Source: an optimization exercise on an open RTL-to-GDS flow (aim: small area and a short achievable clock period). Production flows keep margins and buffers that such runs may drop.
Function was not checked in any run shown here: the RTL went through the layout flow alone.

==> flow/design.v (outline; a module is shown in full before it is edited, if it fits) <==
// module fixed: 16 lines
// module fir: 739 lines
// module add_sk_20: 87 lines
// module add_rip_13: 9 lines
// module add_rip_14: 9 lines
// module add_sk_16: 71 lines
module fir (
input [15:0] signal,
input clk,
output [15:0] out,
output [15:0] f1,
output [31:0] f2,f3,f4,
output [15:0] fo1
);
  // ...
==> flow/flow/run.sh <==
#!/bin/bash
# The standard layout (the standard.sh), with the ports buffered by buf_1 cells.
bash standard.sh BUFFER_PORTS_ARGS="-buffer_cell sky130_fd_sc_hd__buf_1" finish > standard.log 2>&1
==> flow/standard.sh <==
#!/bin/bash
# synth_recipe.tcl (not shown) runs the flow's synth.tcl, then flattens the netlist and writes it again
# the make line also repeats each setting of config.mk as NAME=value (left out here)
make -C /OpenROAD-flow-scripts/flow DESIGN_CONFIG=/design/flow/config.mk WORK_HOME=/design/flow/orfs CLKGATE_MAP_FILE= SYNTH_SCRIPT=/design/flow/synth_recipe.tcl "${@:-finish}"
==> flow/config.mk <==
export PLATFORM = sky130hd
export DESIGN_NAME = fir
export DESIGN_NICKNAME = fir
export VERILOG_FILES = /design/flow/design.v
export SDC_FILE = /design/flow/constraint.sdc
export NUM_CORES = 4
export LEC_CHECK = 0
export ABC_AREA = 1
export CAP_MARGIN = 20
export CORE_MARGIN = 2
export CORE_UTILIZATION = 40
export CTS_CLUSTER_DIAMETER = 60
export CTS_CLUSTER_SIZE = 40
export SLEW_MARGIN = 20
export SYNTH_HIERARCHICAL = 1
==> flow/constraint.sdc <==
create_clock -name core_clock -period 30.0 [get_ports {clk}]
set_input_delay 6.0000 -clock core_clock [delete_from_list [all_inputs] [get_ports {clk}]]
set_output_delay 6.0000 -clock core_clock [all_outputs]
set_load 0.01 [all_outputs]
==> flow_results.org, run 1 <==
** Layout
- Fraction of final layout cells with drive strength greater than 1 :: 5.95%
- Sequential cells placed in the final layout were counted as 328.
- Non-CTS inverters :: 626
- Across the whole layout, storage elements make up 26.9% of the cell area.
- Top library cells by usage in the layout, fill and taps aside :: 616 x sky130_fd_sc_hd__inv_1, 328 x sky130_fd_sc_hd__dfxtp_1, 298 x sky130_fd_sc_hd__nand2_1

** Critical path
- Worst flop-to-flop path startpoint :: m11d[0]
- R2r worst-path depth :: 30
- The critical path runs through a total of 21 cells.
- Capture point of the worst path :: n[17]
- Crit path largest cell delay :: about 0.70 ns
- The most numerous cell type found on the critical path is sky130_fd_sc_hd__nand2_1.
- Broken down by cell family, the worst path's largest delay share belongs to adder cells.

** Synthesis
- In the synthesized netlist the dominant register cell turns out to be sky130_fd_sc_hd__dfxtp_1.
- Post-synthesis instance total :: approximately 2.4k
- The synthesized netlist devotes approximately 3.6% of its cell area to compound gates.
- The cell area that synthesis handed to floorplanning was 0.0222 mm2.
- Number of flip-flops and latches in the synthesized netlist :: between 300 and 400
- Leading post-synthesis cells by instance count :: 616 x sky130_fd_sc_hd__inv_1, 328 x sky130_fd_sc_hd__dfxtp_1, 298 x sky130_fd_sc_hd__nand2_1
- Sequential area share after synthesis :: around 30%
- Among all cell types in the netlist, the one instantiated most often is sky130_fd_sc_hd__inv_1.

** Clocking
- Level count of the clock H-tree :: 1
- Once the clock tree was built, the resizer swapped 0 gates to a different size.
- Clk buf depth :: 3
- TritonCTS created 29 clock buffers.

** Global routing
- Met1 routing resource usage after global routing :: about a quarter
- First-pass GRT wire length :: 79400 um
- The layer flagged by global routing as most heavily used is met2.
- Entering global routing, the biggest net connects 36 pins.
- GRT Util Overall :: between 15 and 20%
- In the global route stage, met3 resource usage came out at 2.75%.

** Timing
- Of the available clock period, the critical path in the final layout requires about a third.
- The routed design could run at a clock period as short as roughly 9.6 ns.
- The final-report hold violation count is 0.
- Setup repair after global routing left no endpoint under its margin.

** Outcome
- Status :: complete, no violations

** Floorplanning
- The die covers between 0.05 and 0.06 mm2.

** Placed design
- Buffers placed on the I/O ports in this run total approximately 160.

** Routing
- In the final routing, the length of wire on met1 measures about 22000 um.

** Min path
- Critical hold path startpoint :: m5d[4]
==> module fir, before the edit <==
module fir (
input [15:0] signal,
input clk,
output [15:0] out,
output [15:0] f1,
output [31:0] f2,f3,f4,
output [15:0] fo1
);
wire sign = signal[15];
wire expo_sign = signal[14];
wire [3:0] e = signal[13:10];
wire [11:0] w = {1'b1, signal[9:0], 1'b0};
wire [26:0] wl = {15'b0, w} << e;
wire [11:0] wr = w >> e;
wire left = expo_sign & (e != 4'd0);
wire zero = (signal == 16'b0);
wire [14:0] fv = zero ? 15'b0 : (left ? wl[16:2] : {3'b0, wr});
wire fz = (fv == 15'b0);
wire [15:0] mg = {sign & fz, fv};
wire [19:0] sx = {20{~sign}};
wire signed [15:0] xq_a = {1'b0, fv ^ {15{sign}}};
wire signed [15:0] xq_b = 16'sd0;
wire signed [15:0] xq;
wire [15:0] xq__p = xq_a ^ xq_b;
wire [15:0] xq__g0 = xq_a & xq_b;
wire [15:0] xq__g = {xq__g0[15:1], xq__g0[0] | (xq__p[0] & (sign))};
wire xq__G1 = xq__g[1] | (xq__p[1] & xq__g[0]);
wire xq__P1 = xq__p[1] & xq__p[0];
wire xq__G2 = xq__g[3] | (xq__p[3] & xq__g[2]);
wire xq__P2 = xq__p[3] & xq__p[2];
wire xq__G3 = xq__g[5] | (xq__p[5] & xq__g[4]);
wire xq__P3 = xq__p[5] & xq__p[4];
wire xq__G4 = xq__g[7] | (xq__p[7] & xq__g[6]);
wire xq__P4 = xq__p[7] & xq__p[6];
wire xq__G5 = xq__g[9] | (xq__p[9] & xq__g[8]);
wire xq__P5 = xq__p[9] & xq__p[8];
wire xq__G6 = xq__g[11] | (xq__p[11] & xq__g[10]);
wire xq__P6 = xq__p[11] & xq__p[10];
wire xq__G7 = xq__g[13] | (xq__p[13] & xq__g[12]);
wire xq__P7 = xq__p[13] & xq__p[12];
wire xq__G8 = xq__g[15] | (xq__p[15] & xq__g[14]);
wire xq__P8 = xq__p[15] & xq__p[14];
wire xq__G9 = xq__g[2] | (xq__p[2] & xq__G1);
wire xq__P9 = xq__p[2] & xq__P1;
wire xq__G10 = xq__G2 | (xq__P2 & xq__G1);
wire xq__P10 = xq__P2 & xq__P1;
wire xq__G11 = xq__g[6] | (xq__p[6] & xq__G3);
wire xq__P11 = xq__p[6] & xq__P3;
wire xq__G12 = xq__G4 | (xq__P4 & xq__G3);
wire xq__P12 = xq__P4 & xq__P3;
wire xq__G13 = xq__g[10] | (xq__p[10] & xq__G5);
wire xq__P13 = xq__p[10] & xq__P5;
wire xq__G14 = xq__G6 | (xq__P6 & xq__G5);
wire xq__P14 = xq__P6 & xq__P5;
wire xq__G15 = xq__g[14] | (xq__p[14] & xq__G7);
wire xq__P15 = xq__p[14] & xq__P7;
wire xq__G16 = xq__G8 | (xq__P8 & xq__G7);
wire xq__P16 = xq__P8 & xq__P7;
wire xq__G17 = xq__g[4] | (xq__p[4] & xq__G10);
wire xq__P17 = xq__p[4] & xq__P10;
wire xq__G18 = xq__G3 | (xq__P3 & xq__G10);
wire xq__P18 = xq__P3 & xq__P10;
wire xq__G19 = xq__G11 | (xq__P11 & xq__G10);
wire xq__P19 = xq__P11 & xq__P10;
wire xq__G20 = xq__G12 | (xq__P12 & xq__G10);
wire xq__P20 = xq__P12 & xq__P10;
wire xq__G21 = xq__g[12] | (xq__p[12] & xq__G14);
wire xq__P21 = xq__p[12] & xq__P14;
wire xq__G22 = xq__G7 | (xq__P7 & xq__G14);
wire xq__P22 = xq__P7 & xq__P14;
wire xq__G23 = xq__G15 | (xq__P15 & xq__G14);
wire xq__P23 = xq__P15 & xq__P14;
wire xq__G24 = xq__G16 | (xq__P16 & xq__G14);
wire xq__P24 = xq__P16 & xq__P14;
wire xq__G25 = xq__g[8] | (xq__p[8] & xq__G20);
wire xq__P25 = xq__p[8] & xq__P20;
wire xq__G26 = xq__G5 | (xq__P5 & xq__G20);
wire xq__P26 = xq__P5 & xq__P20;
wire xq__G27 = xq__G13 | (xq__P13 & xq__G20);
wire xq__P27 = xq__P13 & xq__P20;
wire xq__G28 = xq__G14 | (xq__P14 & xq__G20);
wire xq__P28 = xq__P14 & xq__P20;
wire xq__G29 = xq__G21 | (xq__P21 & xq__G20);
wire xq__P29 = xq__P21 & xq__P20;
wire xq__G30 = xq__G22 | (xq__P22 & xq__G20);
wire xq__P30 = xq__P22 & xq__P20;
wire xq__G31 = xq__G23 | (xq__P23 & xq__G20);
wire xq__P31 = xq__P23 & xq__P20;
wire xq__G32 = xq__G24 | (xq__P24 & xq__G20);
wire xq__P32 = xq__P24 & xq__P20;
wire [16:0] xq__c = {xq__G32, xq__G31, xq__G30, xq__G29, xq__G28, xq__G27, xq__G26, xq__G25, xq__G20, xq__G19, xq__G18, xq__G17, xq__G10, xq__G9, xq__G1, xq__g[0], (sign)};
assign xq = xq__p ^ xq__c[15:0];
wire signed [15:0] xin = {sign, xq[14:0]};
wire signed [19:0] nc_x = {1'b0, mg, 3'b0} ^ sx;
wire signed [19:0] nc_y = {4'b0, mg} ^ sx;
wire signed [19:0] nc_z = {18'b0, ~sign, 1'b0};
wire signed [19:0] nc_s = nc_x ^ nc_y ^ nc_z;
wire [19:0] nc_m = (nc_x & nc_y) | (nc_x & nc_z) | (nc_y & nc_z);
wire signed [19:0] nin_a = nc_s;
wire signed [19:0] nin_b = {nc_m[18:0], 1'b0};
wire signed [19:0] nin;
add_sk_20 i_nin (.a(nin_a), .b(nin_b), .ci(1'b0), .s(nin));
reg signed [15:0] x;
reg signed [19:0] n;           
always @(posedge clk) begin
  x <= xin;
  n <= nin;
end
wire signed [18:0] m5_a = n;
wire signed [18:0] m5_b = x <<< 2;
wire signed [18:0] m5;
wire [18:0] m5__p = m5_a ^ m5_b;
wire [18:0] m5__g0 = m5_a & m5_b;
wire [18:0] m5__g = {m5__g0[18:1], m5__g0[0] | (m5__p[0] & (1'b0))};
wire m5__G1 = m5__g[1] | (m5__p[1] & m5__g[0]);
wire m5__P1 = m5__p[1] & m5__p[0];
wire m5__G2 = m5__g[3] | (m5__p[3] & m5__g[2]);
wire m5__P2 = m5__p[3] & m5__p[2];
wire m5__G3 = m5__g[5] | (m5__p[5] & m5__g[4]);
wire m5__P3 = m5__p[5] & m5__p[4];
wire m5__G4 = m5__g[7] | (m5__p[7] & m5__g[6]);
wire m5__P4 = m5__p[7] & m5__p[6];
wire m5__G5 = m5__g[9] | (m5__p[9] & m5__g[8]);
wire m5__P5 = m5__p[9] & m5__p[8];
wire m5__G6 = m5__g[11] | (m5__p[11] & m5__g[10]);
wire m5__P6 = m5__p[11] & m5__p[10];
wire m5__G7 = m5__g[13] | (m5__p[13] & m5__g[12]);
wire m5__P7 = m5__p[13] & m5__p[12];
wire m5__G8 = m5__g[15] | (m5__p[15] & m5__g[14]);
wire m5__P8 = m5__p[15] & m5__p[14];
wire m5__G9 = m5__g[17] | (m5__p[17] & m5__g[16]);
wire m5__P9 = m5__p[17] & m5__p[16];
wire m5__G10 = m5__g[2] | (m5__p[2] & m5__G1);
wire m5__P10 = m5__p[2] & m5__P1;
wire m5__G11 = m5__G2 | (m5__P2 & m5__G1);
wire m5__P11 = m5__P2 & m5__P1;
wire m5__G12 = m5__g[6] | (m5__p[6] & m5__G3);
wire m5__P12 = m5__p[6] & m5__P3;
wire m5__G13 = m5__G4 | (m5__P4 & m5__G3);
wire m5__P13 = m5__P4 & m5__P3;
wire m5__G14 = m5__g[10] | (m5__p[10] & m5__G5);
wire m5__P14 = m5__p[10] & m5__P5;
wire m5__G15 = m5__G6 | (m5__P6 & m5__G5);
wire m5__P15 = m5__P6 & m5__P5;
wire m5__G16 = m5__g[14] | (m5__p[14] & m5__G7);
wire m5__P16 = m5__p[14] & m5__P7;
wire m5__G17 = m5__G8 | (m5__P8 & m5__G7);
wire m5__P17 = m5__P8 & m5__P7;
wire m5__G18 = m5__g[18] | (m5__p[18] & m5__G9);
wire m5__P18 = m5__p[18] & m5__P9;
wire m5__G19 = m5__g[4] | (m5__p[4] & m5__G11);
wire m5__P19 = m5__p[4] & m5__P11;
wire m5__G20 = m5__G3 | (m5__P3 & m5__G11);
wire m5__P20 = m5__P3 & m5__P11;
wire m5__G21 = m5__G12 | (m5__P12 & m5__G11);
wire m5__P21 = m5__P12 & m5__P11;
wire m5__G22 = m5__G13 | (m5__P13 & m5__G11);
wire m5__P22 = m5__P13 & m5__P11;
wire m5__G23 = m5__g[12] | (m5__p[12] & m5__G15);
wire m5__P23 = m5__p[12] & m5__P15;
wire m5__G24 = m5__G7 | (m5__P7 & m5__G15);
wire m5__P24 = m5__P7 & m5__P15;
wire m5__G25 = m5__G16 | (m5__P16 & m5__G15);
wire m5__P25 = m5__P16 & m5__P15;
wire m5__G26 = m5__G17 | (m5__P17 & m5__G15);
wire m5__P26 = m5__P17 & m5__P15;
wire m5__G27 = m5__g[8] | (m5__p[8] & m5__G22);
wire m5__P27 = m5__p[8] & m5__P22;
wire m5__G28 = m5__G5 | (m5__P5 & m5__G22);
wire m5__P28 = m5__P5 & m5__P22;
wire m5__G29 = m5__G14 | (m5__P14 & m5__G22);
wire m5__P29 = m5__P14 & m5__P22;
wire m5__G30 = m5__G15 | (m5__P15 & m5__G22);
wire m5__P30 = m5__P15 & m5__P22;
wire m5__G31 = m5__G23 | (m5__P23 & m5__G22);
wire m5__P31 = m5__P23 & m5__P22;
wire m5__G32 = m5__G24 | (m5__P24 & m5__G22);
wire m5__P32 = m5__P24 & m5__P22;
wire m5__G33 = m5__G25 | (m5__P25 & m5__G22);
wire m5__P33 = m5__P25 & m5__P22;
wire m5__G34 = m5__G26 | (m5__P26 & m5__G22);
wire m5__P34 = m5__P26 & m5__P22;
wire m5__G35 = m5__g[16] | (m5__p[16] & m5__G34);
wire m5__P35 = m5__p[16] & m5__P34;
wire m5__G36 = m5__G9 | (m5__P9 & m5__G34);
wire m5__P36 = m5__P9 & m5__P34;
wire m5__G37 = m5__G18 | (m5__P18 & m5__G34);
wire m5__P37 = m5__P18 & m5__P34;
wire [19:0] m5__c = {m5__G37, m5__G36, m5__G35, m5__G34, m5__G33, m5__G32, m5__G31, m5__G30, m5__G29, m5__G28, m5__G27, m5__G22, m5__G21, m5__G20, m5__G19, m5__G11, m5__G10, m5__G1, m5__g[0], (1'b0)};
assign m5 = m5__p ^ m5__c[18:0];
wire signed [19:0] m11_a = n;
wire signed [19:0] m11_b = ~(x <<< 1);
wire signed [19:0] m11;
wire [19:0] m11__p = m11_a ^ m11_b;
wire [19:0] m11__g0 = m11_a & m11_b;
wire [19:0] m11__g = {m11__g0[19:1], m11__g0[0] | (m11__p[0] & (1'b1))};
wire m11__G1 = m11__g[1] | (m11__p[1] & m11__g[0]);
wire m11__P1 = m11__p[1] & m11__p[0];
wire m11__G2 = m11__g[3] | (m11__p[3] & m11__g[2]);
wire m11__P2 = m11__p[3] & m11__p[2];
wire m11__G3 = m11__g[5] | (m11__p[5] & m11__g[4]);
wire m11__P3 = m11__p[5] & m11__p[4];
wire m11__G4 = m11__g[7] | (m11__p[7] & m11__g[6]);
wire m11__P4 = m11__p[7] & m11__p[6];
wire m11__G5 = m11__g[9] | (m11__p[9] & m11__g[8]);
wire m11__P5 = m11__p[9] & m11__p[8];
wire m11__G6 = m11__g[11] | (m11__p[11] & m11__g[10]);
wire m11__P6 = m11__p[11] & m11__p[10];
wire m11__G7 = m11__g[13] | (m11__p[13] & m11__g[12]);
wire m11__P7 = m11__p[13] & m11__p[12];
wire m11__G8 = m11__g[15] | (m11__p[15] & m11__g[14]);
wire m11__P8 = m11__p[15] & m11__p[14];
wire m11__G9 = m11__g[17] | (m11__p[17] & m11__g[16]);
wire m11__P9 = m11__p[17] & m11__p[16];
wire m11__G10 = m11__g[19] | (m11__p[19] & m11__g[18]);
wire m11__P10 = m11__p[19] & m11__p[18];
wire m11__G11 = m11__g[2] | (m11__p[2] & m11__G1);
wire m11__P11 = m11__p[2] & m11__P1;
wire m11__G12 = m11__G2 | (m11__P2 & m11__G1);
wire m11__P12 = m11__P2 & m11__P1;
wire m11__G13 = m11__g[6] | (m11__p[6] & m11__G3);
wire m11__P13 = m11__p[6] & m11__P3;
wire m11__G14 = m11__G4 | (m11__P4 & m11__G3);
wire m11__P14 = m11__P4 & m11__P3;
wire m11__G15 = m11__g[10] | (m11__p[10] & m11__G5);
wire m11__P15 = m11__p[10] & m11__P5;
wire m11__G16 = m11__G6 | (m11__P6 & m11__G5);
wire m11__P16 = m11__P6 & m11__P5;
wire m11__G17 = m11__g[14] | (m11__p[14] & m11__G7);
wire m11__P17 = m11__p[14] & m11__P7;
wire m11__G18 = m11__G8 | (m11__P8 & m11__G7);
wire m11__P18 = m11__P8 & m11__P7;
wire m11__G19 = m11__g[18] | (m11__p[18] & m11__G9);
wire m11__P19 = m11__p[18] & m11__P9;
wire m11__G20 = m11__G10 | (m11__P10 & m11__G9);
wire m11__P20 = m11__P10 & m11__P9;
wire m11__G21 = m11__g[4] | (m11__p[4] & m11__G12);
wire m11__P21 = m11__p[4] & m11__P12;
wire m11__G22 = m11__G3 | (m11__P3 & m11__G12);
wire m11__P22 = m11__P3 & m11__P12;
wire m11__G23 = m11__G13 | (m11__P13 & m11__G12);
wire m11__P23 = m11__P13 & m11__P12;
wire m11__G24 = m11__G14 | (m11__P14 & m11__G12);
wire m11__P24 = m11__P14 & m11__P12;
wire m11__G25 = m11__g[12] | (m11__p[12] & m11__G16);
wire m11__P25 = m11__p[12] & m11__P16;
wire m11__G26 = m11__G7 | (m11__P7 & m11__G16);
wire m11__P26 = m11__P7 & m11__P16;
wire m11__G27 = m11__G17 | (m11__P17 & m11__G16);
wire m11__P27 = m11__P17 & m11__P16;
wire m11__G28 = m11__G18 | (m11__P18 & m11__G16);
wire m11__P28 = m11__P18 & m11__P16;
wire m11__G29 = m11__g[8] | (m11__p[8] & m11__G24);
wire m11__P29 = m11__p[8] & m11__P24;
wire m11__G30 = m11__G5 | (m11__P5 & m11__G24);
wire m11__P30 = m11__P5 & m11__P24;
wire m11__G31 = m11__G15 | (m11__P15 & m11__G24);
wire m11__P31 = m11__P15 & m11__P24;
wire m11__G32 = m11__G16 | (m11__P16 & m11__G24);
wire m11__P32 = m11__P16 & m11__P24;
wire m11__G33 = m11__G25 | (m11__P25 & m11__G24);
wire m11__P33 = m11__P25 & m11__P24;
wire m11__G34 = m11__G26 | (m11__P26 & m11__G24);
wire m11__P34 = m11__P26 & m11__P24;
wire m11__G35 = m11__G27 | (m11__P27 & m11__G24);
wire m11__P35 = m11__P27 & m11__P24;
wire m11__G36 = m11__G28 | (m11__P28 & m11__G24);
wire m11__P36 = m11__P28 & m11__P24;
wire m11__G37 = m11__g[16] | (m11__p[16] & m11__G36);
wire m11__P37 = m11__p[16] & m11__P36;
wire m11__G38 = m11__G9 | (m11__P9 & m11__G36);
wire m11__P38 = m11__P9 & m11__P36;
wire m11__G39 = m11__G19 | (m11__P19 & m11__G36);
wire m11__P39 = m11__P19 & m11__P36;
wire m11__G40 = m11__G20 | (m11__P20 & m11__G36);
wire m11__P40 = m11__P20 & m11__P36;
wire [20:0] m11__c = {m11__G40, m11__G39, m11__G38, m11__G37, m11__G36, m11__G35, m11__G34, m11__G33, m11__G32, m11__G31, m11__G30, m11__G29, m11__G24, m11__G23, m11__G22, m11__G21, m11__G12, m11__G11, m11__G1, m11__g[0], (1'b1)};
assign m11 = m11__p ^ m11__c[19:0];
wire signed [21:0] m45_a = n <<< 2;
wire signed [21:0] m45_b = n;
wire signed [21:0] m45;
wire [21:0] m45__p = m45_a ^ m45_b;
wire [21:0] m45__g0 = m45_a & m45_b;
wire [21:0] m45__g = {m45__g0[21:1], m45__g0[0] | (m45__p[0] & (1'b0))};
wire m45__G1 = m45__g[1] | (m45__p[1] & m45__g[0]);
wire m45__P1 = m45__p[1] & m45__p[0];
wire m45__G2 = m45__g[3] | (m45__p[3] & m45__g[2]);
wire m45__P2 = m45__p[3] & m45__p[2];
wire m45__G3 = m45__g[5] | (m45__p[5] & m45__g[4]);
wire m45__P3 = m45__p[5] & m45__p[4];
wire m45__G4 = m45__g[7] | (m45__p[7] & m45__g[6]);
wire m45__P4 = m45__p[7] & m45__p[6];
wire m45__G5 = m45__g[9] | (m45__p[9] & m45__g[8]);
wire m45__P5 = m45__p[9] & m45__p[8];
wire m45__G6 = m45__g[11] | (m45__p[11] & m45__g[10]);
wire m45__P6 = m45__p[11] & m45__p[10];
wire m45__G7 = m45__g[13] | (m45__p[13] & m45__g[12]);
wire m45__P7 = m45__p[13] & m45__p[12];
wire m45__G8 = m45__g[15] | (m45__p[15] & m45__g[14]);
wire m45__P8 = m45__p[15] & m45__p[14];
wire m45__G9 = m45__g[17] | (m45__p[17] & m45__g[16]);
wire m45__P9 = m45__p[17] & m45__p[16];
wire m45__G10 = m45__g[19] | (m45__p[19] & m45__g[18]);
wire m45__P10 = m45__p[19] & m45__p[18];
wire m45__G11 = m45__g[21] | (m45__p[21] & m45__g[20]);
wire m45__P11 = m45__p[21] & m45__p[20];
wire m45__G12 = m45__g[2] | (m45__p[2] & m45__G1);
wire m45__P12 = m45__p[2] & m45__P1;
wire m45__G13 = m45__G2 | (m45__P2 & m45__G1);
wire m45__P13 = m45__P2 & m45__P1;
wire m45__G14 = m45__g[6] | (m45__p[6] & m45__G3);
wire m45__P14 = m45__p[6] & m45__P3;
wire m45__G15 = m45__G4 | (m45__P4 & m45__G3);
wire m45__P15 = m45__P4 & m45__P3;
wire m45__G16 = m45__g[10] | (m45__p[10] & m45__G5);
wire m45__P16 = m45__p[10] & m45__P5;
wire m45__G17 = m45__G6 | (m45__P6 & m45__G5);
wire m45__P17 = m45__P6 & m45__P5;
wire m45__G18 = m45__g[14] | (m45__p[14] & m45__G7);
wire m45__P18 = m45__p[14] & m45__P7;
wire m45__G19 = m45__G8 | (m45__P8 & m45__G7);
wire m45__P19 = m45__P8 & m45__P7;
wire m45__G20 = m45__g[18] | (m45__p[18] & m45__G9);
wire m45__P20 = m45__p[18] & m45__P9;
wire m45__G21 = m45__G10 | (m45__P10 & m45__G9);
wire m45__P21 = m45__P10 & m45__P9;
wire m45__G22 = m45__g[4] | (m45__p[4] & m45__G13);
wire m45__P22 = m45__p[4] & m45__P13;
wire m45__G23 = m45__G3 | (m45__P3 & m45__G13);
wire m45__P23 = m45__P3 & m45__P13;
wire m45__G24 = m45__G14 | (m45__P14 & m45__G13);
wire m45__P24 = m45__P14 & m45__P13;
wire m45__G25 = m45__G15 | (m45__P15 & m45__G13);
wire m45__P25 = m45__P15 & m45__P13;
wire m45__G26 = m45__g[12] | (m45__p[12] & m45__G17);
wire m45__P26 = m45__p[12] & m45__P17;
wire m45__G27 = m45__G7 | (m45__P7 & m45__G17);
wire m45__P27 = m45__P7 & m45__P17;
wire m45__G28 = m45__G18 | (m45__P18 & m45__G17);
wire m45__P28 = m45__P18 & m45__P17;
wire m45__G29 = m45__G19 | (m45__P19 & m45__G17);
wire m45__P29 = m45__P19 & m45__P17;
wire m45__G30 = m45__g[20] | (m45__p[20] & m45__G21);
wire m45__P30 = m45__p[20] & m45__P21;
wire m45__G31 = m45__G11 | (m45__P11 & m45__G21);
wire m45__P31 = m45__P11 & m45__P21;
wire m45__G32 = m45__g[8] | (m45__p[8] & m45__G25);
wire m45__P32 = m45__p[8] & m45__P25;
wire m45__G33 = m45__G5 | (m45__P5 & m45__G25);
wire m45__P33 = m45__P5 & m45__P25;
wire m45__G34 = m45__G16 | (m45__P16 & m45__G25);
wire m45__P34 = m45__P16 & m45__P25;
wire m45__G35 = m45__G17 | (m45__P17 & m45__G25);
wire m45__P35 = m45__P17 & m45__P25;
wire m45__G36 = m45__G26 | (m45__P26 & m45__G25);
wire m45__P36 = m45__P26 & m45__P25;
wire m45__G37 = m45__G27 | (m45__P27 & m45__G25);
wire m45__P37 = m45__P27 & m45__P25;
wire m45__G38 = m45__G28 | (m45__P28 & m45__G25);
wire m45__P38 = m45__P28 & m45__P25;
wire m45__G39 = m45__G29 | (m45__P29 & m45__G25);
wire m45__P39 = m45__P29 & m45__P25;
wire m45__G40 = m45__g[16] | (m45__p[16] & m45__G39);
wire m45__P40 = m45__p[16] & m45__P39;
wire m45__G41 = m45__G9 | (m45__P9 & m45__G39);
wire m45__P41 = m45__P9 & m45__P39;
wire m45__G42 = m45__G20 | (m45__P20 & m45__G39);
wire m45__P42 = m45__P20 & m45__P39;
wire m45__G43 = m45__G21 | (m45__P21 & m45__G39);
wire m45__P43 = m45__P21 & m45__P39;
wire m45__G44 = m45__G30 | (m45__P30 & m45__G39);
wire m45__P44 = m45__P30 & m45__P39;
wire m45__G45 = m45__G31 | (m45__P31 & m45__G39);
wire m45__P45 = m45__P31 & m45__P39;
wire [22:0] m45__c = {m45__G45, m45__G44, m45__G43, m45__G42, m45__G41, m45__G40, m45__G39, m45__G38, m45__G37, m45__G36, m45__G35, m45__G34, m45__G33, m45__G32, m45__G25, m45__G24, m45__G23, m45__G22, m45__G13, m45__G12, m45__G1, m45__g[0], (1'b0)};
assign m45 = m45__p ^ m45__c[21:0];
reg signed [9:0] ndh;          
reg nz;                        
reg signed [18:0] m5d;         
reg signed [21:0] m45d;        
reg signed [19:0] m11d;        
reg signed [19:0] r4;          
always @(posedge clk) begin
  ndh <= n[19:10];
  nz <= ~|n[9:0];
  m5d <= m5;
  m45d <= m45;
  m11d <= m11;
  r4 <= {m5d, 1'b0};
end
wire [23:0] p205_a = m45d;
wire [23:0] p205_b = m5d <<< 5;
wire p205_ci = 1'b0;
wire [10:0] p205_g = p205_a[10:0] & p205_b[10:0];
wire [10:0] p205_p = p205_a[10:0] | p205_b[10:0];
wire [11:0] p205_c;
wire p205_G1 = p205_g[0] | (p205_p[0] & p205_ci);
wire p205_G2 = p205_g[2] | (p205_p[2] & p205_g[1]);
wire p205_P2 = p205_p[2] & p205_p[1];
wire p205_G3 = p205_g[4] | (p205_p[4] & p205_g[3]);
wire p205_P3 = p205_p[4] & p205_p[3];
wire p205_G4 = p205_g[6] | (p205_p[6] & p205_g[5]);
wire p205_P4 = p205_p[6] & p205_p[5];
wire p205_G5 = p205_g[8] | (p205_p[8] & p205_g[7]);
wire p205_P5 = p205_p[8] & p205_p[7];
wire p205_G6 = p205_g[10] | (p205_p[10] & p205_g[9]);
wire p205_P6 = p205_p[10] & p205_p[9];
wire p205_G7 = p205_G2 | (p205_P2 & p205_G1);
wire p205_G8 = p205_G4 | (p205_P4 & p205_G3);
wire p205_P8 = p205_P4 & p205_P3;
wire p205_G9 = p205_G6 | (p205_P6 & p205_G5);
wire p205_P9 = p205_P6 & p205_P5;
wire p205_G10 = p205_G8 | (p205_P8 & p205_G7);
wire p205_G11 = p205_G9 | (p205_P9 & p205_G10);
assign p205_c[11] = p205_G11;
wire [10:0] p205_k = {p205_p[9:0], p205_ci};
wire p205_z = &(~(p205_a[10:0] ^ p205_b[10:0] ^ p205_k));
wire [12:0] p205_hi;
add_rip_13 i_p205_hi (.a(p205_a[23:11]), .b(p205_b[23:11]), .ci(p205_c[11]), .s(p205_hi));
wire signed [24:0] c407_x = m11d <<< 5;
wire signed [24:0] c407_y = m45d;
wire signed [24:0] c407_z = m5d <<< 1;
wire signed [24:0] c407_s = c407_x ^ c407_y ^ c407_z;
wire [24:0] c407_m = (c407_x & c407_y) | (c407_x & c407_z) | (c407_y & c407_z);
wire [24:0] p407_a = c407_s;
wire [24:0] p407_b = {c407_m[23:0], 1'b0};
wire p407_ci = 1'b0;
wire [10:0] p407_g = p407_a[10:0] & p407_b[10:0];
wire [10:0] p407_p = p407_a[10:0] | p407_b[10:0];
wire [11:0] p407_c;
wire p407_G1 = p407_g[0] | (p407_p[0] & p407_ci);
wire p407_G2 = p407_g[2] | (p407_p[2] & p407_g[1]);
wire p407_P2 = p407_p[2] & p407_p[1];
wire p407_G3 = p407_g[4] | (p407_p[4] & p407_g[3]);
wire p407_P3 = p407_p[4] & p407_p[3];
wire p407_G4 = p407_g[6] | (p407_p[6] & p407_g[5]);
wire p407_P4 = p407_p[6] & p407_p[5];
wire p407_G5 = p407_g[8] | (p407_p[8] & p407_g[7]);
wire p407_P5 = p407_p[8] & p407_p[7];
wire p407_G6 = p407_g[10] | (p407_p[10] & p407_g[9]);
wire p407_P6 = p407_p[10] & p407_p[9];
wire p407_G7 = p407_G2 | (p407_P2 & p407_G1);
wire p407_G8 = p407_G4 | (p407_P4 & p407_G3);
wire p407_P8 = p407_P4 & p407_P3;
wire p407_G9 = p407_G6 | (p407_P6 & p407_G5);
wire p407_P9 = p407_P6 & p407_P5;
wire p407_G10 = p407_G8 | (p407_P8 & p407_G7);
wire p407_G11 = p407_G9 | (p407_P9 & p407_G10);
assign p407_c[11] = p407_G11;
wire [10:0] p407_k = {p407_p[9:0], p407_ci};
wire p407_z = &(~(p407_a[10:0] ^ p407_b[10:0] ^ p407_k));
wire [13:0] p407_hi;
add_rip_14 i_p407_hi (.a(p407_a[24:11]), .b(p407_b[24:11]), .ci(p407_c[11]), .s(p407_hi));
wire signed [24:0] c327_x = m11d <<< 5;
wire signed [24:0] c327_y = ~(m5d <<< 2);
wire signed [24:0] c327_z = ~m5d;
wire signed [24:0] c327_s = c327_x ^ c327_y ^ c327_z;
wire [24:0] c327_m = (c327_x & c327_y) | (c327_x & c327_z) | (c327_y & c327_z);
wire [24:0] p327_a = c327_s;
wire [24:0] p327_b = {c327_m[23:0], 1'b1};
wire p327_ci = 1'b1;
wire [10:0] p327_g = p327_a[10:0] & p327_b[10:0];
wire [10:0] p327_p = p327_a[10:0] | p327_b[10:0];
wire [11:0] p327_c;
wire p327_G1 = p327_g[0] | (p327_p[0] & p327_ci);
wire p327_G2 = p327_g[2] | (p327_p[2] & p327_g[1]);
wire p327_P2 = p327_p[2] & p327_p[1];
wire p327_G3 = p327_g[4] | (p327_p[4] & p327_g[3]);
wire p327_P3 = p327_p[4] & p327_p[3];
wire p327_G4 = p327_g[6] | (p327_p[6] & p327_g[5]);
wire p327_P4 = p327_p[6] & p327_p[5];
wire p327_G5 = p327_g[8] | (p327_p[8] & p327_g[7]);
wire p327_P5 = p327_p[8] & p327_p[7];
wire p327_G6 = p327_g[10] | (p327_p[10] & p327_g[9]);
wire p327_P6 = p327_p[10] & p327_p[9];
wire p327_G7 = p327_G2 | (p327_P2 & p327_G1);
wire p327_G8 = p327_G4 | (p327_P4 & p327_G3);
wire p327_P8 = p327_P4 & p327_P3;
wire p327_G9 = p327_G6 | (p327_P6 & p327_G5);
wire p327_P9 = p327_P6 & p327_P5;
wire p327_G10 = p327_G8 | (p327_P8 & p327_G7);
wire p327_G11 = p327_G9 | (p327_P9 & p327_G10);
assign p327_c[11] = p327_G11;
wire [10:0] p327_k = {p327_p[9:0], p327_ci};
wire p327_z = &(~(p327_a[10:0] ^ p327_b[10:0] ^ p327_k));
wire [13:0] p327_hi;
add_rip_14 i_p327_hi (.a(p327_a[24:11]), .b(p327_b[24:11]), .ci(p327_c[11]), .s(p327_hi));
wire signed [8:0]  t9   = ndh[9:1];
wire signed [8:0]  t11  = m11d[19:11];
wire signed [8:0]  t10  = m5d[18:10];
wire signed [9:0]  c18  = ~ndh;           wire z18  = nz;
wire signed [11:0] c90  = ~m45d[21:10];   wire z90  = ~|m45d[9:0];
wire signed [12:0] c205 = ~p205_hi;   wire z205 = p205_z;
wire signed [13:0] c327 = ~p327_hi;   wire z327 = p327_z;
wire signed [13:0] c407 = ~p407_hi;   wire z407 = p407_z;
reg signed [8:0] v15;
reg signed [9:0] v14;
reg signed [9:0] v13;
reg signed [10:0] v12;
reg signed [12:0] v11;
reg signed [13:0] v10;
reg signed [14:0] v9;
reg signed [15:0] v8;
reg signed [15:0] v7;
reg signed [15:0] v6;
reg signed [15:0] v5;
reg signed [15:0] v4;
reg signed [15:0] v3;
wire signed [9:0] v14_n_a = t11;
wire signed [9:0] v14_n_b = v15;
wire signed [9:0] v14_n;
wire [10:0] v14_n__c;
assign v14_n__c[0] = (1'b0);
genvar v14_n__i;
generate for (v14_n__i = 0; v14_n__i < 10; v14_n__i = v14_n__i + 1) begin : v14_n__r
  assign v14_n[v14_n__i] = v14_n_a[v14_n__i] ^ v14_n_b[v14_n__i] ^ v14_n__c[v14_n__i];
  assign v14_n__c[v14_n__i+1] = (v14_n_a[v14_n__i] & v14_n_b[v14_n__i]) | (v14_n_a[v14_n__i] & v14_n__c[v14_n__i]) | (v14_n_b[v14_n__i] & v14_n__c[v14_n__i]);
end endgenerate
wire signed [9:0] v13_n_a = t10;
wire signed [9:0] v13_n_b = v14;
wire signed [9:0] v13_n;
wire [10:0] v13_n__c;
assign v13_n__c[0] = (1'b0);
genvar v13_n__i;
generate for (v13_n__i = 0; v13_n__i < 10; v13_n__i = v13_n__i + 1) begin : v13_n__r
  assign v13_n[v13_n__i] = v13_n_a[v13_n__i] ^ v13_n_b[v13_n__i] ^ v13_n__c[v13_n__i];
  assign v13_n__c[v13_n__i+1] = (v13_n_a[v13_n__i] & v13_n_b[v13_n__i]) | (v13_n_a[v13_n__i] & v13_n__c[v13_n__i]) | (v13_n_b[v13_n__i] & v13_n__c[v13_n__i]);
end endgenerate
wire signed [10:0] v12_n_a = c18;
wire signed [10:0] v12_n_b = v13;
wire signed [10:0] v12_n;
wire [11:0] v12_n__c;
assign v12_n__c[0] = (z18);
genvar v12_n__i;
generate for (v12_n__i = 0; v12_n__i < 11; v12_n__i = v12_n__i + 1) begin : v12_n__r
  assign v12_n[v12_n__i] = v12_n_a[v12_n__i] ^ v12_n_b[v12_n__i] ^ v12_n__c[v12_n__i];
  assign v12_n__c[v12_n__i+1] = (v12_n_a[v12_n__i] & v12_n_b[v12_n__i]) | (v12_n_a[v12_n__i] & v12_n__c[v12_n__i]) | (v12_n_b[v12_n__i] & v12_n__c[v12_n__i]);
end endgenerate
wire signed [12:0] v11_n_a = c90;
wire signed [12:0] v11_n_b = v12;
wire signed [12:0] v11_n;
wire [13:0] v11_n__c;
assign v11_n__c[0] = (z90);
genvar v11_n__i;
generate for (v11_n__i = 0; v11_n__i < 13; v11_n__i = v11_n__i + 1) begin : v11_n__r
  assign v11_n[v11_n__i] = v11_n_a[v11_n__i] ^ v11_n_b[v11_n__i] ^ v11_n__c[v11_n__i];
  assign v11_n__c[v11_n__i+1] = (v11_n_a[v11_n__i] & v11_n_b[v11_n__i]) | (v11_n_a[v11_n__i] & v11_n__c[v11_n__i]) | (v11_n_b[v11_n__i] & v11_n__c[v11_n__i]);
end endgenerate
wire signed [13:0] v10_n_a = c205;
wire signed [13:0] v10_n_b = v11;
wire signed [13:0] v10_n;
wire [14:0] v10_n__c;
assign v10_n__c[0] = (z205);
genvar v10_n__i;
generate for (v10_n__i = 0; v10_n__i < 14; v10_n__i = v10_n__i + 1) begin : v10_n__r
  assign v10_n[v10_n__i] = v10_n_a[v10_n__i] ^ v10_n_b[v10_n__i] ^ v10_n__c[v10_n__i];
  assign v10_n__c[v10_n__i+1] = (v10_n_a[v10_n__i] & v10_n_b[v10_n__i]) | (v10_n_a[v10_n__i] & v10_n__c[v10_n__i]) | (v10_n_b[v10_n__i] & v10_n__c[v10_n__i]);
end endgenerate
wire signed [14:0] v9_n_a = c327;
wire signed [14:0] v9_n_b = v10;
wire signed [14:0] v9_n;
wire [15:0] v9_n__c;
assign v9_n__c[0] = (z327);
genvar v9_n__i;
generate for (v9_n__i = 0; v9_n__i < 15; v9_n__i = v9_n__i + 1) begin : v9_n__r
  assign v9_n[v9_n__i] = v9_n_a[v9_n__i] ^ v9_n_b[v9_n__i] ^ v9_n__c[v9_n__i];
  assign v9_n__c[v9_n__i+1] = (v9_n_a[v9_n__i] & v9_n_b[v9_n__i]) | (v9_n_a[v9_n__i] & v9_n__c[v9_n__i]) | (v9_n_b[v9_n__i] & v9_n__c[v9_n__i]);
end endgenerate
wire signed [15:0] v8_n_a = c407;
wire signed [15:0] v8_n_b = v9;
wire signed [15:0] v8_n;
wire [16:0] v8_n__c;
assign v8_n__c[0] = (z407);
genvar v8_n__i;
generate for (v8_n__i = 0; v8_n__i < 16; v8_n__i = v8_n__i + 1) begin : v8_n__r
  assign v8_n[v8_n__i] = v8_n_a[v8_n__i] ^ v8_n_b[v8_n__i] ^ v8_n__c[v8_n__i];
  assign v8_n__c[v8_n__i+1] = (v8_n_a[v8_n__i] & v8_n_b[v8_n__i]) | (v8_n_a[v8_n__i] & v8_n__c[v8_n__i]) | (v8_n_b[v8_n__i] & v8_n__c[v8_n__i]);
end endgenerate
wire signed [15:0] v7_n_a = c407;
wire signed [15:0] v7_n_b = v8;
wire signed [15:0] v7_n;
wire [16:0] v7_n__c;
assign v7_n__c[0] = (z407);
genvar v7_n__i;
generate for (v7_n__i = 0; v7_n__i < 16; v7_n__i = v7_n__i + 1) begin : v7_n__r
  assign v7_n[v7_n__i] = v7_n_a[v7_n__i] ^ v7_n_b[v7_n__i] ^ v7_n__c[v7_n__i];
  assign v7_n__c[v7_n__i+1] = (v7_n_a[v7_n__i] & v7_n_b[v7_n__i]) | (v7_n_a[v7_n__i] & v7_n__c[v7_n__i]) | (v7_n_b[v7_n__i] & v7_n__c[v7_n__i]);
end endgenerate
wire signed [15:0] v6_n_a = c327;
wire signed [15:0] v6_n_b = v7;
wire signed [15:0] v6_n;
wire [16:0] v6_n__c;
assign v6_n__c[0] = (z327);
genvar v6_n__i;
generate for (v6_n__i = 0; v6_n__i < 16; v6_n__i = v6_n__i + 1) begin : v6_n__r
  assign v6_n[v6_n__i] = v6_n_a[v6_n__i] ^ v6_n_b[v6_n__i] ^ v6_n__c[v6_n__i];
  assign v6_n__c[v6_n__i+1] = (v6_n_a[v6_n__i] & v6_n_b[v6_n__i]) | (v6_n_a[v6_n__i] & v6_n__c[v6_n__i]) | (v6_n_b[v6_n__i] & v6_n__c[v6_n__i]);
end endgenerate
wire signed [15:0] v5_n_a = c205;
wire signed [15:0] v5_n_b = v6;
wire signed [15:0] v5_n;
wire [16:0] v5_n__c;
assign v5_n__c[0] = (z205);
genvar v5_n__i;
generate for (v5_n__i = 0; v5_n__i < 16; v5_n__i = v5_n__i + 1) begin : v5_n__r
  assign v5_n[v5_n__i] = v5_n_a[v5_n__i] ^ v5_n_b[v5_n__i] ^ v5_n__c[v5_n__i];
  assign v5_n__c[v5_n__i+1] = (v5_n_a[v5_n__i] & v5_n_b[v5_n__i]) | (v5_n_a[v5_n__i] & v5_n__c[v5_n__i]) | (v5_n_b[v5_n__i] & v5_n__c[v5_n__i]);
end endgenerate
wire signed [15:0] v4_n_a = c90;
wire signed [15:0] v4_n_b = v5;
wire signed [15:0] v4_n;
wire [16:0] v4_n__c;
assign v4_n__c[0] = (z90);
genvar v4_n__i;
generate for (v4_n__i = 0; v4_n__i < 16; v4_n__i = v4_n__i + 1) begin : v4_n__r
  assign v4_n[v4_n__i] = v4_n_a[v4_n__i] ^ v4_n_b[v4_n__i] ^ v4_n__c[v4_n__i];
  assign v4_n__c[v4_n__i+1] = (v4_n_a[v4_n__i] & v4_n_b[v4_n__i]) | (v4_n_a[v4_n__i] & v4_n__c[v4_n__i]) | (v4_n_b[v4_n__i] & v4_n__c[v4_n__i]);
end endgenerate
wire signed [15:0] v3_n_a = c18;
wire signed [15:0] v3_n_b = v4;
wire signed [15:0] v3_n;
wire [16:0] v3_n__c;
assign v3_n__c[0] = (z18);
genvar v3_n__i;
generate for (v3_n__i = 0; v3_n__i < 16; v3_n__i = v3_n__i + 1) begin : v3_n__r
  assign v3_n[v3_n__i] = v3_n_a[v3_n__i] ^ v3_n_b[v3_n__i] ^ v3_n__c[v3_n__i];
  assign v3_n__c[v3_n__i+1] = (v3_n_a[v3_n__i] & v3_n_b[v3_n__i]) | (v3_n_a[v3_n__i] & v3_n__c[v3_n__i]) | (v3_n_b[v3_n__i] & v3_n__c[v3_n__i]);
end endgenerate
wire signed [8:0] t11x = m11[19:11];
wire signed [9:0] u_n_a = t11x;
wire signed [9:0] u_n_b = t10;
wire signed [9:0] u_n;
wire [10:0] u_n__c;
assign u_n__c[0] = (1'b0);
genvar u_n__i;
generate for (u_n__i = 0; u_n__i < 10; u_n__i = u_n__i + 1) begin : u_n__r
  assign u_n[u_n__i] = u_n_a[u_n__i] ^ u_n_b[u_n__i] ^ u_n__c[u_n__i];
  assign u_n__c[u_n__i+1] = (u_n_a[u_n__i] & u_n_b[u_n__i]) | (u_n_a[u_n__i] & u_n__c[u_n__i]) | (u_n_b[u_n__i] & u_n__c[u_n__i]);
end endgenerate
wire signed [15:0] cs1_x = t11x;
wire signed [15:0] cs1_y = t10;
wire signed [15:0] cs1_z = v3;
wire signed [15:0] cs1_s = cs1_x ^ cs1_y ^ cs1_z;
wire [15:0] cs1_m = (cs1_x & cs1_y) | (cs1_x & cs1_z) | (cs1_y & cs1_z);
wire signed [15:0] s1_n_a = cs1_s;
wire signed [15:0] s1_n_b = {cs1_m[14:0], 1'b0};
wire signed [15:0] s1_n;
wire [15:0] s1_n__p = s1_n_a ^ s1_n_b;
wire [15:0] s1_n__g0 = s1_n_a & s1_n_b;
wire [15:0] s1_n__g = {s1_n__g0[15:1], s1_n__g0[0] | (s1_n__p[0] & (1'b0))};
wire s1_n__G1 = s1_n__g[1] | (s1_n__p[1] & s1_n__g[0]);
wire s1_n__P1 = s1_n__p[1] & s1_n__p[0];
wire s1_n__G2 = s1_n__g[3] | (s1_n__p[3] & s1_n__g[2]);
wire s1_n__P2 = s1_n__p[3] & s1_n__p[2];
wire s1_n__G3 = s1_n__g[5] | (s1_n__p[5] & s1_n__g[4]);
wire s1_n__P3 = s1_n__p[5] & s1_n__p[4];
wire s1_n__G4 = s1_n__g[7] | (s1_n__p[7] & s1_n__g[6]);
wire s1_n__P4 = s1_n__p[7] & s1_n__p[6];
wire s1_n__G5 = s1_n__g[9] | (s1_n__p[9] & s1_n__g[8]);
wire s1_n__P5 = s1_n__p[9] & s1_n__p[8];
wire s1_n__G6 = s1_n__g[11] | (s1_n__p[11] & s1_n__g[10]);
wire s1_n__P6 = s1_n__p[11] & s1_n__p[10];
wire s1_n__G7 = s1_n__g[13] | (s1_n__p[13] & s1_n__g[12]);
wire s1_n__P7 = s1_n__p[13] & s1_n__p[12];
wire s1_n__G8 = s1_n__g[15] | (s1_n__p[15] & s1_n__g[14]);
wire s1_n__P8 = s1_n__p[15] & s1_n__p[14];
wire s1_n__G9 = s1_n__G2 | (s1_n__P2 & s1_n__G1);
wire s1_n__P9 = s1_n__P2 & s1_n__P1;
wire s1_n__G10 = s1_n__G4 | (s1_n__P4 & s1_n__G3);
wire s1_n__P10 = s1_n__P4 & s1_n__P3;
wire s1_n__G11 = s1_n__G6 | (s1_n__P6 & s1_n__G5);
wire s1_n__P11 = s1_n__P6 & s1_n__P5;
wire s1_n__G12 = s1_n__G8 | (s1_n__P8 & s1_n__G7);
wire s1_n__P12 = s1_n__P8 & s1_n__P7;
wire s1_n__G13 = s1_n__G10 | (s1_n__P10 & s1_n__G9);
wire s1_n__P13 = s1_n__P10 & s1_n__P9;
wire s1_n__G14 = s1_n__G12 | (s1_n__P12 & s1_n__G11);
wire s1_n__P14 = s1_n__P12 & s1_n__P11;
wire s1_n__G15 = s1_n__G14 | (s1_n__P14 & s1_n__G13);
wire s1_n__P15 = s1_n__P14 & s1_n__P13;
wire s1_n__G16 = s1_n__G11 | (s1_n__P11 & s1_n__G13);
wire s1_n__P16 = s1_n__P11 & s1_n__P13;
wire s1_n__G17 = s1_n__G3 | (s1_n__P3 & s1_n__G9);
wire s1_n__P17 = s1_n__P3 & s1_n__P9;
wire s1_n__G18 = s1_n__G5 | (s1_n__P5 & s1_n__G13);
wire s1_n__P18 = s1_n__P5 & s1_n__P13;
wire s1_n__G19 = s1_n__G7 | (s1_n__P7 & s1_n__G16);
wire s1_n__P19 = s1_n__P7 & s1_n__P16;
wire s1_n__G20 = s1_n__g[2] | (s1_n__p[2] & s1_n__G1);
wire s1_n__P20 = s1_n__p[2] & s1_n__P1;
wire s1_n__G21 = s1_n__g[4] | (s1_n__p[4] & s1_n__G9);
wire s1_n__P21 = s1_n__p[4] & s1_n__P9;
wire s1_n__G22 = s1_n__g[6] | (s1_n__p[6] & s1_n__G17);
wire s1_n__P22 = s1_n__p[6] & s1_n__P17;
wire s1_n__G23 = s1_n__g[8] | (s1_n__p[8] & s1_n__G13);
wire s1_n__P23 = s1_n__p[8] & s1_n__P13;
wire s1_n__G24 = s1_n__g[10] | (s1_n__p[10] & s1_n__G18);
wire s1_n__P24 = s1_n__p[10] & s1_n__P18;
wire s1_n__G25 = s1_n__g[12] | (s1_n__p[12] & s1_n__G16);
wire s1_n__P25 = s1_n__p[12] & s1_n__P16;
wire s1_n__G26 = s1_n__g[14] | (s1_n__p[14] & s1_n__G19);
wire s1_n__P26 = s1_n__p[14] & s1_n__P19;
wire [16:0] s1_n__c = {s1_n__G15, s1_n__G26, s1_n__G19, s1_n__G25, s1_n__G16, s1_n__G24, s1_n__G18, s1_n__G23, s1_n__G13, s1_n__G22, s1_n__G17, s1_n__G21, s1_n__G9, s1_n__G20, s1_n__G1, s1_n__g[0], (1'b0)};
assign s1_n = s1_n__p ^ s1_n__c[15:0];
reg signed [15:0] s1;
reg signed [9:0] u;
always @(posedge clk) begin
  v15 <= t9;
  v14 <= v14_n;
  v13 <= v13_n;
  v12 <= v12_n;
  v11 <= v11_n;
  v10 <= v10_n;
  v9 <= v9_n;
  v8 <= v8_n;
  v7 <= v7_n;
  v6 <= v6_n;
  v5 <= v5_n;
  v4 <= v4_n;
  v3 <= v3_n;
  u <= u_n;
  s1 <= s1_n;
end
wire signed [8:0] t0 = n[19:11];
wire signed [15:0] out_n_a = s1;
wire signed [15:0] out_n_b = t0;
wire signed [15:0] out_n;
add_sk_16 i_out_n (.a(out_n_a), .b(out_n_b), .ci(1'b0), .s(out_n));
wire signed [15:0] fo1_n_a = u;
wire signed [15:0] fo1_n_b = t0;
wire signed [15:0] fo1_n;
add_sk_16 i_fo1_n (.a(fo1_n_a), .b(fo1_n_b), .ci(1'b0), .s(fo1_n));
assign out = out_n;
assign fo1 = fo1_n;
assign f1 = x;
assign f2 = {{12{n[19]}}, n};
assign f3 = {{12{m11d[19]}}, m11d};
assign f4 = {{12{r4[19]}}, r4};
endmodule
==> inputs of run 2 (changes only) <==
--- a/flow/design.v
+++ b/flow/design.v
@@ -740,10 +740,7 @@
 wire signed [8:0] t0 = n[19:11];
-wire signed [15:0] out_n_a = s1;
-wire signed [15:0] out_n_b = t0;
-wire signed [15:0] out_n;
-add_sk_16 i_out_n (.a(out_n_a), .b(out_n_b), .ci(1'b0), .s(out_n));
-wire signed [15:0] fo1_n_a = u;
-wire signed [15:0] fo1_n_b = t0;
-wire signed [15:0] fo1_n;
-add_sk_16 i_fo1_n (.a(fo1_n_a), .b(fo1_n_b), .ci(1'b0), .s(fo1_n));
+wire [15:0] out_n;
+add_o16 i_out (.a(s1), .bn(t0), .ci(1'b0), .s(out_n));
+wire [10:0] fo1_s;
+add_f11 i_fo1 (.a({u[9], u}), .bn(t0), .ci(1'b0), .s(fo1_s));
+wire [15:0] fo1_n = {{5{fo1_s[10]}}, fo1_s};
 assign out = out_n;
@@ -860,3 +857,4 @@
 endmodule
-module add_sk_16(input [15:0] a, input [15:0] b, input ci, output [15:0] s);
+module add_o16(input [15:0] a, input [8:0] bn, input ci, output [15:0] s);
+wire [15:0] b = {{7{bn[8]}}, bn};
 wire [15:0] p = a ^ b;
@@ -931 +929,43 @@
 endmodule
+module add_f11(input [10:0] a, input [8:0] bn, input ci, output [10:0] s);
+wire [10:0] b = {{2{bn[8]}}, bn};
+wire [10:0] p = a ^ b;
+wire [10:0] g0 = a & b;
+wire [10:0] g = {g0[10:1], g0[0] | (p[0] & ci)};
+wire G1 = g[1] | (p[1] & g[0]);
+wire P1 = p[1] & p[0];
+wire G2 = g[3] | (p[3] & g[2]);
+wire P2 = p[3] & p[2];
+wire G3 = g[5] | (p[5] & g[4]);
+wire P3 = p[5] & p[4];
+wire G4 = g[7] | (p[7] & g[6]);
+wire P4 = p[7] & p[6];
+wire G5 = g[9] | (p[9] & g[8]);
+wire P5 = p[9] & p[8];
+wire G6 = g[2] | (p[2] & G1);
+wire P6 = p[2] & P1;
+wire G7 = G2 | (P2 & G1);
+wire P7 = P2 & P1;
+wire G8 = g[6] | (p[6] & G3);
+wire P8 = p[6] & P3;
+wire G9 = G4 | (P4 & G3);
+wire P9 = P4 & P3;
+wire G10 = g[10] | (p[10] & G5);
+wire P10 = p[10] & P5;
+wire G11 = g[4] | (p[4] & G7);
+wire P11 = p[4] & P7;
+wire G12 = G3 | (P3 & G7);
+wire P12 = P3 & P7;
+wire G13 = G8 | (P8 & G7);
+wire P13 = P8 & P7;
+wire G14 = G9 | (P9 & G7);
+wire P14 = P9 & P7;
+wire G15 = g[8] | (p[8] & G14);
+wire P15 = p[8] & P14;
+wire G16 = G5 | (P5 & G14);
+wire P16 = P5 & P14;
+wire G17 = G10 | (P10 & G14);
+wire P17 = P10 & P14;
+wire [11:0] c = {G17, G16, G15, G14, G13, G12, G11, G7, G6, G1, g[0], ci};
+assign s = p ^ c[10:0];
+endmodule
==> flow/flow/run.sh (replaced) <==
#!/bin/bash
# The standard layout (the standard.sh); the ports are buffered by flow/ports.tcl
# instead of by ORFS's own buffer_ports call.
bash standard.sh DONT_BUFFER_PORTS=1 POST_GLOBAL_PLACE_TCL="$PWD/flow/ports.tcl" finish > standard.log 2>&1
==> flow/flow/ports.tcl (new file) <==
# Port buffering, run right after global placement in place of ORFS's own
# buffer_ports: every input but the clock gets a buf_4, every output a buf_1.
buffer_ports -inputs -buffer_cell sky130_fd_sc_hd__buf_4
buffer_ports -outputs -buffer_cell sky130_fd_sc_hd__buf_1
==> flow_results.org, run 2 <==
** Outcome
- Status: complete, no violations (unchanged).

** Synthesis
- Number of distinct library cells after synthesis :: 50 (was 47)
- Area share of xor/xnor cells in the synthesized design :: 3.99% (was 3.87%)
- Largest family of logic cells by synthesized area :: adder cells (unchanged)
- The area share of the leading cell type in the synthesized netlist was 30.2% (was 29.6%).
- The share of synthesized cell area in and, or, nand and nor gates came to 11.7% (was 13.2%).
- Number of flops mapped to enable cells by yosys :: 0 (unchanged)
- Leading post-synthesis cells by instance count: 615 x sky130_fd_sc_hd__inv_1, 328 x sky130_fd_sc_hd__dfxtp_1, 287 x sky130_fd_sc_hd__fa_1 (was 616 x sky130_fd_sc_hd__inv_1, 328 x sky130_fd_sc_hd__dfxtp_1, 298 x sky130_fd_sc_hd__nand2_1).
- The post-synthesis area per instance came to 9.56 um2 (was 9.42 um2).
- Number of warning messages in the yosys log :: 7 (unchanged)
- The number of storage elements in the synthesis netlist was 328 (unchanged).
- Compound-Gate Fraction of Synth Area :: 3.66% (was 3.57%)
- The leading cell type by number of instances after synthesis was sky130_fd_sc_hd__inv_1 (unchanged).
- The cell count after synthesis came to 2270 (was 2354).
- The area share of fa/ha/maj cells after synthesis was 37.6% (was 37.1%).
- Most area-consuming cells after synthesis: sky130_fd_sc_hd__dfxtp_1 30%, sky130_fd_sc_hd__fa_1 26%, sky130_fd_sc_hd__ha_1 11% (unchanged).
- Prevailing post-synth register cell :: sky130_fd_sc_hd__dfxtp_1 (unchanged)
- Synth area leader :: sky130_fd_sc_hd__dfxtp_1 (unchanged)
- The fraction of synthesized area in multiplexers is 0% (unchanged).
- Sequential area share after synthesis :: 30.2% (was 29.6%)
- The area of the mapped netlist came to 0.0217 mm2 (was 0.0222 mm2).
- Async S/R FF share, synth :: 0% (unchanged)

** Layout
- The synthesis-to-finish area growth came to 10.7% (was 10.1%).
- The share of post-route cells with drive strength above 1 is 6.49% (was 5.95%).
- The diode insertion count for antenna repair is 0 (unchanged).
- Post-layout instance area :: 0.0240 mm2 (was 0.0244 mm2)
- Nets :: 2906 (was 2998)
- The register bank with the most flops is m45d (unchanged).
- The most common cell after layout, fill and taps aside was sky130_fd_sc_hd__inv_1 (unchanged).
- Final cell count without fillers :: 3130 (was 3267)
- The flip-flop count of the largest register, all copies and words added was 21 (unchanged).
- Top library cells by usage in the layout, fill and taps aside :: 615 x sky130_fd_sc_hd__inv_1, 326 x sky130_fd_sc_hd__dfxtp_1, 287 x sky130_fd_sc_hd__fa_1 (was 616 x sky130_fd_sc_hd__inv_1, 328 x sky130_fd_sc_hd__dfxtp_1, 298 x sky130_fd_sc_hd__nand2_1)
- Biggest registers after layout :: m45d (21), m11d (20), n (20) (unchanged)

** Critical path
- The maximum fanout along the worst path is 8 (was 18).
- Arrival time of data at the critical path endpoint :: 3.39 ns (was 10.05 ns)
- The endpoint of the most critical register-to-register path is v7[15] (unchanged).
- Worst flop-to-flop path startpoint :: m11d[0] (unchanged)
- Critical Path Source :: n[11] (was signal[10])
- The classification of the worst setup path is flop to output port (was input port to flop).
- The kind of end point of the critical path is an output port (was flop).
- R2r worst-path depth :: 30 (unchanged)
- Startpoint type of the worst setup path :: flop (was input port)
- The required time at the endpoint of the critical path was 24.00 ns (was 30.47 ns).
- Flop2flop setup slack :: 20.90 ns (was 20.50 ns)

** Timing
- Unrepaired setup endpoints after global routing :: no (unchanged)
- Final Setup Violations :: 0 (unchanged)
- The setup skew after layout came to 0.0485 ns (was 0.0185 ns).
- Max-slew violation total from the final report :: 0 (unchanged)
- The share of the cycle needed by the critical path after routing was 31.3% (was 31.9%).
- The final period demand of the worst path was 9.39 ns (was 9.58 ns).
- Max Fclk :: 107 MHz (was 104 MHz)
- The final-report hold violation count came to 0 (unchanged).
- The worst slew slack as a fraction of its limit was 39.1% (was 35.6%).
- Slew at the pin with the worst max-slew slack :: 0.913 ns (was 0.966 ns)
- Setup TNS after final layout :: 0 ns (unchanged)

** Floorplanning
- The total number of placement rows is 85 (was 86).
- The initial cell density of the core is 40.4% (was 40.3%).
- The core area was 0.0537 mm2 (was 0.0550 mm2).
- Die boundary width :: 237 um (was 239 um)
- DIE AREA :: 0.0562 mm2 (was 0.0573 mm2)
- The top-level I/O count was 161 (unchanged).
- Die height :: 237 um (was 239 um)

** Global routing
- Overall overflow remaining after global route :: 0 (unchanged)
- Pin count of the biggest net entering global routing :: 31 (was 36)
- GRT Util Overall :: 17.8% (about the same)
- Vias in the first global route :: 15.0k (was 15.1k)
- First-pass GRT wire length :: 78800 um (was 79400 um)
- Antenna violations before repair :: 0 (unchanged)

** Placed design
- The instance area at placement came to 0.0229 mm2 (was 0.0233 mm2).
- The sum of net half-perimeters after detailed placement is 39800 um (was 41000 um).
- The quantity of I/O buffers inserted on ports is 159 (unchanged).
- Total placed cells including tap cells :: 3072 (was 3213)

** Routing
- The overall via count from detail_route is 14.1k (was 14.6k).
- Average wire length per cell after detail routing :: 15.3 um (was 14.9 um)
- Routed via count divided by cell count :: 4.50 (was 4.46)
- The initial DRC count is 574 (was 652).
- The final routed wirelength across all metal layers came to 47900 um (was 48800 um).
- DRC violation count after routing :: 0 (unchanged)
- Antenna Violating Nets Remaining :: 0 (unchanged)
- Pre-Repair DR Iteration Count :: 5 (unchanged)

** Flow run
- Number of violations of the max-capacitance limit :: 0 (unchanged)

** Clocking
- Clock tree root driver cell :: sky130_fd_sc_hd__clkbuf_16 (unchanged)
- Clk sinks :: 328 (unchanged)
- Number of setup buffers added after CTS :: 0 (unchanged)
- Clk buf depth :: 3 (unchanged)
- Number of cells upsized or downsized after cts :: 0 (unchanged)
- The TritonCTS buffer count is 31 (was 29).
- Latest clock arrival within the worst-skew pair :: 0.63 ns (was 0.59 ns)
- The hold buffer count at CTS was 0 (unchanged).
- The TritonCTS clock tree was done (unchanged).
- Clk pin slew, worst setup/hold paths :: 0.08 ns (was 0.09 ns)
- The maximum level of the CTS H-tree came to 1 (unchanged).

** Min path
- Class of the most critical hold timing path :: flop to flop (unchanged)
- The worst hold path startpoint was ndh[3] (was m5d[4]).
- The terminating pin of the worst hold path is v15[2] (was r4[5]).
- Worst Hold Depth :: 0 (unchanged)
==> run 2: cells by family (layout without fill, tap and decap cells) <==
family,after synthesis,in the layout
buf+inv,684,843
simple gates,545,545
fa+ha+maj,480,480
flops,328,328
compound gates,133,133
xor+xnor,99,99
other cells,1,6
==> run 2: layout make-up <==
type | count | area, um2
Clock buffer | 32 | 790
Sequential cell | 328 | 6570
Tap cell | 696 | 871
Clock inverter | 26 | 403
Multi-Input combinational cell | 1263 | 12400
Inverter | 622 | 2340
Fill cell | 5107 | 29700
Timing Repair Buffer | 163 | 687
==> run 2: metrics by stage <==
stage | hold slack, ns | util [%] | worst slack, ns
after floorplan | 0.355 | - | 20.96
after global placement | 0.403 | 41.3 | 20.67
after detailed placement | 0.403 | 42.5 | 20.43
after CTS | 0.394 | 44.8 | 20.54
after global routing | 0.403 | 44.8 | 20.40
final | 0.394 | 44.8 | 20.61
==> run 2: worst max path at each step <==
stage	end	slack, ns	cells after the start
final	out[9]	20.61	12
after global placement	n[17]	20.67	18
after detailed placement	n[17]	20.43	19
after global routing	out[9]	20.40	12
after floorplan	n[17]	20.96	21
after CTS	out[9]	20.54	12
==> run 2: modules after synthesis (local to each module, per instance) <==
module,times used,cells inside
add_rip_13,1,27
fir,1,1857
add_o16,1,129
add_rip_14,2,27
add_sk_20,1,139
add_f11,1,64
==> run 2: per-layer routing <==
metal	track usage [%]	share of wire, %	vias up
met1	23.9	47	6819
met5	0	0	-
met4	5.56	2.8	0
met2	30.4	48	220
met3	1.87	3.0	81
li1	-	-	6978
==> run 2: critical path, cell delays in order (launching register included) <==
cell and delay [ns]:
sky130_fd_sc_hd__dfxtp_1 0.61, sky130_fd_sc_hd__inv_1 0.12, sky130_fd_sc_hd__fa_1 0.39, sky130_fd_sc_hd__inv_1 0.07, sky130_fd_sc_hd__fa_1 0.21, sky130_fd_sc_hd__nand3_1 0.11
sky130_fd_sc_hd__nand3_2 0.14, sky130_fd_sc_hd__nand2_1 0.11, sky130_fd_sc_hd__nand2_4 0.17, sky130_fd_sc_hd__inv_1 0.08, sky130_fd_sc_hd__fa_1 0.38, sky130_fd_sc_hd__xnor2_1 0.22
sky130_fd_sc_hd__buf_1 0.17

-- what the ideal ports hide --
The flow's constraints put no driver on any port. The routed layouts listed below were extracted and timed again, unchanged, in two steps. Step 1: set_driving_cell puts a clkbuf_16 on clk and a buf_2 on each other input, an assumption about the parent block. Step 2 moves the port delays by t, midway between the first and last clock arrival at a register: inputs arrive t later, outputs are due t later. That takes back most of the time a late clock gives input paths. Slacks: ideal / step 1 / step 2; pairs: ideal / step 1.
run	t (ns)	setup WS [ns]	worst setup path after step 2
run 1	0.637	20.421 / 20.449 / 19.813	input to register
run 2	0.659	20.614 / 20.559 / 20.404	input to register
After both steps setup and hold are still met in every run listed. The setup slack of run 1, which loses most, moves by +0.028 ns with the drivers and by -0.608 ns with both steps.
